This is an optimization exercise on Yosys and OpenROAD, whose aim is small area, a short achievable clock period and few clock cycles per item, not a production implementation. RTL that was checked went through simulation tests only; none was proved equivalent to the original. Power is estimated from default activity; no workload was simulated.

== run A ==
## booth_multiplier
module booth_multiplier(clk, reset_n, multiplier, multiplicand, op_start, op_clear, op_done, result);
Settings: LEC_CHECK=0, CAP_MARGIN=20, CORE_MARGIN=2, CORE_UTILIZATION=40, SETUP_SLACK_MARGIN=3.2, SLEW_MARGIN=20, TNS_END_PERCENT=5; clock period 6.0 ns.
standard.sh (not shown) runs the stock make flow with config.mk's settings and CLKGATE_MAP_FILE= SYNTH_SCRIPT=/design/flow/synth_recipe.tcl, a recipe that flattens the netlist after the stock synthesis.
==> flow/flow/run.sh <==
#!/bin/bash
# Standard ORFS layout, with the port buffers made of the smallest buffer cell.
set -euo pipefail
cd "$(dirname "$0")/.."
bash standard.sh 'BUFFER_PORTS_ARGS=-buffer_cell sky130_fd_sc_hd__buf_1' finish > standard_flow.log 2>&1
Run A completed end to end with timing, DRC and antenna clean.
[inputs] run B vs run A
Settings: removing TNS_END_PERCENT (formerly 5); removing SETUP_SLACK_MARGIN (formerly 3.2).
==> flow/run.sh (new file) <==
#!/bin/bash
# synth_recipe.tcl (not shown) runs the flow's synth.tcl, then flattens the netlist and writes it again
# the make line also repeats each setting of config.mk as NAME=value (left out here)
make -C /OpenROAD-flow-scripts/flow DESIGN_CONFIG=/design/flow/config.mk WORK_HOME=/design/flow/orfs CLKGATE_MAP_FILE= SYNTH_SCRIPT=/design/flow/synth_recipe.tcl finish
removed: flow/flow/run.sh
removed: flow/standard.sh
[summary]
When run B is measured against run A, its area share of buffers outside the clock network turns out 1.8 points higher.
Run B completed end to end with timing, DRC and antenna clean.
[compare] base=run A new=run B: combinational group share of total power decreased 2.6 points, setup slack after layout decreased 0.83 ns, final cell utilization of the core decreased 0.44 points.
The clock power of run B is higher than that of run A.
met3 usage in global routing was higher in the run labelled run A.
Sort run A and run B by global-route wire length before repair, descending, and run A comes first.
As of run B, cell area had fallen slightly compared to run A.
--- input diff run B..run C ---
Settings: an added SETUP_SLACK_MARGIN of 2.2; an added TNS_END_PERCENT of 5.
==> flow/flow/run.sh (new file) <==
#!/bin/bash
# Standard ORFS layout, with the port buffers made of the smallest buffer cell.
set -euo pipefail
cd "$(dirname "$0")/.."
bash standard.sh 'BUFFER_PORTS_ARGS=-buffer_cell sky130_fd_sc_hd__buf_1' finish > standard_flow.log 2>&1
==> flow/standard.sh (new file) <==
#!/bin/bash
# synth_recipe.tcl (not shown) runs the flow's synth.tcl, then flattens the netlist and writes it again
# the make line also repeats each setting of config.mk as NAME=value (left out here)
make -C /OpenROAD-flow-scripts/flow DESIGN_CONFIG=/design/flow/config.mk WORK_HOME=/design/flow/orfs CLKGATE_MAP_FILE= SYNTH_SCRIPT=/design/flow/synth_recipe.tcl "${@:-finish}"
removed: flow/run.sh
## What came out
Master of the slowest instance on the critical path = a311oi_1: run C; master of the slowest instance on the critical path = dfxtp_2: run B
Compared with run B, run C shows global-route usage lower by 0.34 points.
Re maximum frequency: run C is about 2.3% up on run B.
Run C vs. run B: global routing met2 resource utilization went down by 1.5 points.
Of run C and run B, it is run C that has the lower non-clock buffer count.
Run C vs run B, critical path depth went up by 3.
Relative to run B, final core utilization has decreased by 2.7 points in run C.
Launch point of the worst path = sel1[3]: run B; launch point of the worst path = acc_s[24]: run C
Between run B and run C, the difference in routed wire length per instance is negligible.
The topmost layer with routed signal wires comes out met4 in one run and met5 in the other, namely in run C and run B respectively.
Run C vs run B: via count up in run C
No run of this note included a check of the RTL's function; only the layout flow was run.

booth_multiplier, a different RTL version from the one above (not shown whole).
Size in the first run: ~2600 cells after synthesis, ~260 I/O pins.
export LEC_CHECK = 0
export CAP_MARGIN = 20
export CORE_MARGIN = 2
export CORE_UTILIZATION = 65
export SETUP_SLACK_MARGIN = 3.2
export SLEW_MARGIN = 20
export SYNTH_HIERARCHICAL = 1
export TNS_END_PERCENT = 5
create_clock -name core_clock -period 6.0 [get_ports {clk}]
==> flow/flow/run.sh <==
#!/bin/bash
# Standard ORFS layout, with the port buffers made of the smallest buffer cell.
set -euo pipefail
cd "$(dirname "$0")/.."
bash standard.sh 'BUFFER_PORTS_ARGS=-buffer_cell sky130_fd_sc_hd__buf_1' finish > standard_flow.log 2>&1
The baseline completed without violations.
Next try:
Settings changed: CORE_UTILIZATION 65 to 40.
Result:
- worst setup slack improved by 0.081 ns
- power goes up by a few percent
- wire length goes up by a little under a tenth
No run of this note included a check of the RTL's function; only the layout flow was run.

== the reference run ==
Starting RTL as in the previous note.
export LEC_CHECK = 0
export CAP_MARGIN = 20
export CORE_MARGIN = 2
export CORE_UTILIZATION = 40
export CTS_CLUSTER_DIAMETER = 70
export CTS_CLUSTER_SIZE = 24
export GPL_TIMING_DRIVEN = 1
export SETUP_SLACK_MARGIN = 3.2
export SLEW_MARGIN = 20
export SYNTH_HIERARCHICAL = 1
export TNS_END_PERCENT = 5
create_clock -name core_clock -period 6.0 [get_ports {clk}]
Scripts as last shown in full above: flow/flow/run.sh
Both conditions hold for the reference run: the flow ran to the end and the final layout passed the timing, design-rule and antenna checks.
#### Input delta (the trial run over the reference run)
- GPL_TIMING_DRIVEN removed (was 1)
Findings:
- Re final instance area: no difference whatsoever between the trial run and the reference run.
- The clock power of the trial run and that of the reference run are within noise of each other.
- On number of clock sinks seen by CTS, the trial run and the reference run are basically level.
- On critical path depth, the trial run and the reference run are neck and neck.
- From the reference run to the trial run, power did not move at all.
- Delta (the trial run minus the reference run): number of diodes has remained practically unchanged, clock-pin slew of the registers on the worst-case setup and hold paths has remained practically unchanged, sum of met3 wire segment lengths after detailed routing has remained practically unchanged.
- The trial run against the reference run: sequential share of power about even; delay of the slowest cell on the worst path about even.
No functional check of the RTL was part of any run of this note.

== try-tundra ==
booth_multiplier, a different RTL version from the one above (not shown whole).
Size: roughly 230 flip-flops, ~260 I/O pins, roughly 0.023 sq mm of cells after synthesis.
export LEC_CHECK = 0
export CAP_MARGIN = 20
export CORE_MARGIN = 2
export CORE_UTILIZATION = 40
export SETUP_SLACK_MARGIN = 3.2
export SLEW_MARGIN = 20
export SYNTH_HIERARCHICAL = 1
export TNS_END_PERCENT = 0
create_clock -name core_clock -period 6.0 [get_ports {clk}]
Scripts as last shown in full above: flow/flow/run.sh
The final layout from try-tundra, which completed every stage, passed the timing, design-rule and antenna checks at the end of the flow.
Testbench counts of try-tundra, summed over its fixed seeds: cycles 5,632, items 512.
Modified inputs, try-zinc compared to try-tundra
Settings: a change of SETUP_SLACK_MARGIN from 3.2 to 3.3; a change of TNS_END_PERCENT from 0 to 20.
Notes after the runs:
Global-route usage ends up higher on try-zinc. Changes observed in try-zinc relative to try-tundra: effective utilization at floorplan held steady; share of power burned in the clock network rose 0.2 points; final wirelength increased by about 7% relative to the old numbers; share of power burned in combinational logic now larger; met2 track demand over resource in global routing now sits higher. Relative to try-tundra, number of DRC markers in iteration 0 increased by 3.1% in try-zinc. try-zinc vs try-tundra on multi-input gate share of the layout cell area: try-zinc is the lower one. Taking try-tundra over try-zinc, the wire length of the first global-routing pass ratio works out to 0.938. Initial antenna violation count, try-tundra and try-zinc: smaller value in try-zinc. Comparing try-tundra and try-zinc, the lower layout-stage area growth over the synthesis result was measured on try-tundra.
### try-zinc -> try-violet
Settings: SETUP_SLACK_MARGIN changed from 3.3 to 3.4; ABC_AREA newly set to 1.
Notes after the runs:
Post-route met1 wirelength (try-violet over try-zinc): increase, 11%
try-violet — amount of wire on met3 after detailed routing 280 um lower, try-zinc as reference
Sort try-violet and try-zinc by worst hold slack desc -> top: try-zinc
In try-violet the largest driver fanout on the critical path turned out 4 higher than in try-zinc.
Sort try-violet and try-zinc by design internal power desc -> top: try-violet
Row post-synthesis area per instance: try-violet lower / try-zinc higher
try-zinc was routed with fewer vias than try-violet.
Modified inputs, try-amber compared to try-violet
Settings: TNS_END_PERCENT changed from 20 to 5; SETUP_SLACK_MARGIN changed from 3.4 to 3.0; ABC_AREA removed (was 1); CTS_CLUSTER_SIZE newly set to 24; CTS_CLUSTER_DIAMETER newly set to 70.
### Flow results
- All of try-violet and try-amber finish clean.
- In try-amber, clock latency on the worst-skew pair is lower than in try-violet.
- In the tables for try-violet and try-amber, flip-flop and latch share of the layout cell area reads higher with try-amber.
- Comparing try-violet and try-amber, the lower amount of wire on met2 after detailed routing is on try-amber.
- Compared with try-violet, try-amber is the less power-hungry design.
- Relative to try-violet, critical path depth has decreased by 1 in try-amber.
- try-amber vs. try-violet: final critical-path required period shows a reduction of 0.064 ns; worst setup slack moved up; fraction of synthesized area in multiplexers increased 1.3 points; worst hold slack now larger; detailed-route via count has decreased.
- The final reports for try-amber and try-violet show leakage power of the design lower in the former.
Inputs modified between try-amber and try-juniper:
Settings: CTS_CLUSTER_DIAMETER: 70 -> unset; CTS_CLUSTER_SIZE: 24 -> unset; SETUP_SLACK_MARGIN: 3.0 -> 3.1.
Notes after the runs:
Multi-input combinational area share: try-juniper < try-amber
In try-juniper relative to try-amber, final design instance area without fill had gone up slightly.
The total power of try-juniper exceeds that of try-amber by 0.26 mW.
Comparing the two runs side by side, try-juniper comes out behind try-amber on routed wire length.
Relative to try-amber, proportion of power drawn by flip-flops and latches has decreased by 0.3 points in try-juniper.
Looking only at power density over the cells, and setting everything else aside, the higher value of try-juniper and try-amber goes to try-juniper.
Relative to try-amber, worst ir drop on vdd has gone down in try-juniper.
Between try-amber and try-juniper, the via count figures differ only marginally.
Modified inputs, try-sierra compared to try-juniper
Settings: swapping 3.1 for 3.2 in SETUP_SLACK_MARGIN; swapping 40 for 55 in CORE_UTILIZATION.
- try-sierra: flow completed, timing, DRC and antenna clean
- Changes observed in try-sierra relative to try-juniper: switching power as a share of total power saw an increase; setup slack shrank by 0.054 ns; cell area closely matched the old numbers.
- Comparing try-sierra and try-juniper, the higher vias per cell is on try-sierra.

## what the ideal ports hide
In the flow no input, the clock included, has a driving cell. The finished layouts below were timed again as built, in two steps. Step 1: set_driving_cell puts a clkbuf_16 on clk and a buf_2 on each other input, an assumption about the parent block. Step 2 also shifts input and output timing later by t, the mid clock arrival at the registers, as if the neighbouring blocks saw the same clock. Three values: ideal, step 1, step 2; two values: the first two.
run | t (ns) | setup WS [ns] | cell pins on the clock port's net
run A | 0.629 | 2.866 / 2.866 / 2.866 | 1
run B | 0.633 | 2.037 / 2.037 / 2.037 | 1
run C | 0.634 | 2.125 / 2.125 / 2.125 | 1
the first run of note 2 | 0.599 | 2.780 / 2.780 / 2.238 | 1
the second run of note 2 | 0.643 | 2.861 / 2.895 / 2.252 | 1
the reference run | 0.605 | 2.795 / 2.795 / 2.214 | 1
the trial run | 0.605 | 2.795 / 2.795 / 2.214 | 1
try-tundra | 0.646 | 2.697 / 2.718 / 2.072 | 1
try-zinc | 0.653 | 2.796 / 2.796 / 2.292 | 1
try-violet | 0.647 | 2.748 / 2.763 / 2.118 | 1
try-amber | 0.628 | 2.813 / 2.822 / 2.203 | 1
try-juniper | 0.635 | 2.820 / 2.840 / 2.205 | 1
try-sierra | 0.617 | 2.766 / 2.802 / 2.186 | 1
After both steps setup and hold are still met in every run listed. The setup slack of try-violet, which loses most, moves by +0.015 ns with the drivers and by -0.630 ns with both steps.
